From an optimization exercise on the open Yosys and OpenROAD flow, aimed at small area, a short achievable clock period and few clock cycles per item; shortcuts taken in it are not production practice.
Function was checked by simulation only, so behaviour that the tests miss may differ from the original.

## maple
// EC_TOP
module EC_TOP(
    clk, rst_n, in_valid,
    in_Px, in_Py, in_Qx, in_Qy, in_prime, in_a,
    out_valid, out_Rx, out_Ry
);
    input clk, rst_n, in_valid;
    input [6-1:0] in_Px, in_Py, in_Qx, in_Qy, in_prime, in_a;
    output reg out_valid;
    output reg [6-1:0] out_Rx, out_Ry;
    reg c1, c2, c3, c4;
    always @(posedge clk or negedge rst_n) begin
        if (!rst_n) begin
            c1 <= 1'b0; c2 <= 1'b0; c3 <= 1'b0; c4 <= 1'b0; out_valid <= 1'b0;
        end else begin
            c1 <= in_valid;
            c2 <= c1;
            c3 <= c2;
            c4 <= c3;
            out_valid <= c4;
        end
    end
    wire      in_dbl = (in_Px == in_Qx);
    reg [5:0] p, px, qx, npy;
    always @(posedge clk) begin
        if (in_valid) begin
            p   <= in_prime;
            px  <= in_Px;
            qx  <= in_Qx;
            npy <= in_prime - in_Py;
        end
    end
    reg [5:0] cq;                
    reg       dbl, cadd;         
    always @(posedge clk) begin
        cq   <= !in_valid ? 6'd0 : in_dbl ? in_a : in_Qy;
        dbl  <= in_dbl;
        cadd <= in_valid & !in_dbl;
    end
    wire [7:0] d    = dbl ? ({2'b0, p} - {1'b0, npy, 1'b0}) : ({2'b0, qx} - {2'b0, px});
    wire       dneg = d[7];
    wire [5:0] dabs = dneg ? (6'd0 - d[5:0]) : d[5:0];
    wire [6:0] dcmp = {1'b0, p} - {dabs, 1'b0};         
    wire       fold = dcmp[6];
    wire [5:0] xh   = fold ? (p - dabs) : dabs;
    wire [5:0] jh;
    INV_IP u_inv (.p(p), .x(xh[4:0]), .y(jh));
    wire [5:0] jv   = (dneg ^ fold) ? (p - jh) : jh;
    reg  [7:0] ra;               
    reg  [5:0] rb;               
    wire [7:0] k3a = {1'b0, p, 1'b0};
    wire [7:0] k3b = {2'b11, ~px};
    wire [7:0] k3c = {2'b11, ~qx};
    wire [7:0] k3s;
    EC_RCA #(8) u_k3 (.a(k3a ^ k3b ^ k3c), .b({((k3a & k3b) | (k3a & k3c) | (k3b & k3c)), 1'b0}),
                      .ci(1'b1), .s(k3s));
  ...
Size: ~1700 cells after synthesis, about 63 flip-flops, ~52 I/O pins.
export LEC_CHECK = 0
export ABC_AREA = 1
export CAP_MARGIN = 5
export CORE_MARGIN = 2
export CORE_UTILIZATION = 55
export CTS_BUF_LIST = sky130_fd_sc_hd__clkbuf_8
export SLEW_MARGIN = 5
export SETUP_SLACK_MARGIN = 32.8
export BUFFER_PORTS_ARGS = -buffer_cell sky130_fd_sc_hd__buf_1
create_clock -name core_clock -period 44.0 [get_ports {clk}]
standard.sh (not shown) runs the stock make flow with config.mk's settings and CLKGATE_MAP_FILE= SYNTH_SCRIPT=/design/flow/synth_recipe.tcl, a recipe that flattens the netlist after the stock synthesis.
==> flow/flow/run.sh <==
#!/bin/bash
set -euo pipefail
TARGET_NS=$(cat flow/target_ns)
MARGIN=$(python3 -c "print(round(${FLOW_PERIOD_NS} - ${TARGET_NS}, 3))")
echo "export SETUP_SLACK_MARGIN = ${MARGIN}" >> config.mk
echo "export BUFFER_PORTS_ARGS = -buffer_cell sky130_fd_sc_hd__buf_1" >> config.mk
bash standard.sh > standard_make.log 2>&1
==> flow/flow/target_ns <==
11.2
maple | status: complete | timing, DRC, antenna: pass
Testbench counts of maple, summed over its fixed seeds: cycles 95,992, items 16,000.
The following lists how birch was set up differently from maple:
Settings: changing SETUP_SLACK_MARGIN from 32.8 to 33.0; changing CAP_MARGIN from 5 to 20; changing SLEW_MARGIN from 5 to 20.
==> flow/flow/target_ns <==
11.0
Results
Every run (birch and maple) finished clean.
Diff maple -> birch: maximum frequency fell 0.42 MHz; sequential share of layout area fell 0.27 points.
Diff maple..birch | accumulated negative setup slack | unchanged
Compared with maple, via count of the first global-routing pass in birch increased slightly.
Compared with maple, birch shows a higher final non-filler cell area.
Compared with maple, in birch wire length of the first global-routing pass saw an increase; setup slack went down by 0.051 ns.

## run a
EC_TOP, a different RTL version from the one above (not shown whole).
For scale: roughly 1700 cells after synthesis, roughly 63 flip-flops, roughly 12000 sq um of cells after synthesis.
clock: 44.0 ns
lec_check: 0
abc_area: 1
cap_margin: 20
core_margin: 2
core_utilization: 62
cts_buf_list: sky130_fd_sc_hd__clkbuf_8
slew_margin: 20
setup_slack_margin: 32.8
buffer_ports_args: -buffer_cell sky130_fd_sc_hd__buf_1
==> flow/flow/target_ns <==
11.2
Scripts as last shown in full above: flow/flow/run.sh
Testbench counts of run a, summed over its fixed seeds: cycles 95,992, items 16,000.
The inputs of run b differ from those of run a as listed below.
# run a
export LEC_CHECK = 0
export ABC_AREA = 1
export CAP_MARGIN = 20
export CORE_MARGIN = 2
export CORE_UTILIZATION = 62
export CTS_BUF_LIST = sky130_fd_sc_hd__clkbuf_8
export SLEW_MARGIN = 20
export SETUP_SLACK_MARGIN = 32.8
export BUFFER_PORTS_ARGS = -buffer_cell sky130_fd_sc_hd__buf_1
create_clock -name core_clock -period 44.0 [get_ports {clk}]
# run b
export LEC_CHECK = 0
export ABC_AREA = 1
export CAP_MARGIN = 20
export CORE_MARGIN = 2
export CORE_UTILIZATION = 55
export CTS_BUF_LIST = sky130_fd_sc_hd__clkbuf_8
export SLEW_MARGIN = 20
export SETUP_SLACK_MARGIN = 32.8
export BUFFER_PORTS_ARGS = -buffer_cell sky130_fd_sc_hd__buf_1
create_clock -name core_clock -period 44.0 [get_ports {clk}]
==> comparison <==
- On hold slack: between run a and run b, it ends up lower for run b.
- When run b is measured against run a, its routed wire length turns out 1.4% lower.
- Compared with run a, in run b height of the die now sits higher; register-to-register slack shows an increase of 0.08 ns.

## P
EC_TOP, a different RTL version from the one above (not shown whole).
Size: ~1700 cells after synthesis, roughly 63 flip-flops, about 52 I/O pins, roughly 12000 µm² of cells after synthesis.
export LEC_CHECK = 0
export ABC_AREA = 1
export CAP_MARGIN = 20
export CORE_MARGIN = 2
export CORE_UTILIZATION = 40
export SLEW_MARGIN = 20
export SETUP_SLACK_MARGIN = 32.8
create_clock -name core_clock -period 44.0 [get_ports {clk}]
==> flow/flow/run.sh <==
#!/bin/bash
set -euo pipefail
TARGET_NS=$(cat flow/target_ns)
MARGIN=$(python3 -c "print(round(${FLOW_PERIOD_NS} - ${TARGET_NS}, 3))")
echo "export SETUP_SLACK_MARGIN = ${MARGIN}" >> config.mk
bash standard.sh > standard_make.log 2>&1
Scripts as last shown in full above: flow/flow/target_ns
Testbench counts of P, summed over its fixed seeds: cycles 95,992, items 16,000.
The inputs of Q differ from those of P as listed below.
- BUFFER_PORTS_ARGS newly set to -buffer_cell sky130_fd_sc_hd__buf_2
-- flow/flow/run.sh --
<<< P, line 5
echo "export SETUP_SLACK_MARGIN = ${MARGIN}" >> config.mk
bash standard.sh > standard_make.log 2>&1
>>> Q, line 5
echo "export SETUP_SLACK_MARGIN = ${MARGIN}" >> config.mk
echo "export BUFFER_PORTS_ARGS = -buffer_cell sky130_fd_sc_hd__buf_2" >> config.mk
bash standard.sh > standard_make.log 2>&1
## What came out
The flow did not stop early for Q: all stages ran, and the layout cleared the timing, DRC and antenna checks.
Having completed the whole flow, P delivered a layout that passed the timing, DRC and antenna checks.
Compared with P, detailed-route wire length per cell in Q increased slightly.
Setup slack on Q is behind P.
P has higher core utilization than Q.
The depth of the worst register-to-register path reported for Q is greater than that of P by 3.
Looking at Q and P, the hold slack is a wash.
Q against P: post-synthesis to final-layout area growth moved down; register share of the cell area level; final weighted congestion in routability-driven placement moved up.
Relative to Q, the following input files were edited for R:
- swapping 32.8 for 33.5 in SETUP_SLACK_MARGIN
- clearing BUFFER_PORTS_ARGS, which used to be -buffer_cell sky130_fd_sc_hd__buf_2
==> flow/flow/run.sh <==
#!/bin/bash
set -euo pipefail
TARGET_NS=$(cat flow/target_ns)
MARGIN=$(python3 -c "print(round(${FLOW_PERIOD_NS} - ${TARGET_NS}, 3))")
echo "export SETUP_SLACK_MARGIN = ${MARGIN}" >> config.mk
bash standard.sh > standard_make.log 2>&1
==> flow/flow/target_ns <==
10.5
--- outcome ---
R reached the end of the flow, and the finished layout is clean on the timing, DRC and antenna checks.
met3 track utilization from global routing ends up higher on Q.
Setup slack in R is smaller than in Q.
[compare] base=Q new=R: buffering stage count on the worst path with inverters included saw a decrease; non-clock buffer count saw a decrease; final cell count saw little to no change.
Max-slew violation count across Q and R: no real change.

-- re-timing with driven ports --
The results above use ideal ports. As a check the final layouts listed here were re-extracted and re-timed, cells and wires unchanged.
Step 1 sets driving cells, clkbuf_16 on the clock port and buf_2 on the other inputs (assumed; they add their load-dependent delay and slew).
Step 2 times the ports against the registers' clock, not the clock port: input delays grow and output delays shrink by t, the midpoint of the rising clock arrivals with the driver on.
Slacks: no drivers / after step 1 / after step 2; pairs: no drivers / after step 1.
run	shift t [ns]	setup slack, ns	worst setup path after step 2	slew at the worst register clock pin (ns)
maple	0.411	32.998 / 32.998 / 32.998	register to register	0.09 / 0.09
birch	0.397	32.947 / 32.947 / 32.947	register to register	0.09 / 0.09
run a	0.394	32.775 / 32.775 / 32.775	register to register	0.09 / 0.09
run b	0.394	32.851 / 32.851 / 32.851	register to register	0.09 / 0.09
P	0.389	32.862 / 32.862 / 32.862	register to register	0.07 / 0.07
Q	0.386	32.812 / 32.812 / 32.812	register to register	0.07 / 0.07
R	0.383	32.653 / 32.653 / 32.653	register to register	0.07 / 0.07
After both steps setup and hold are still met in every run listed.
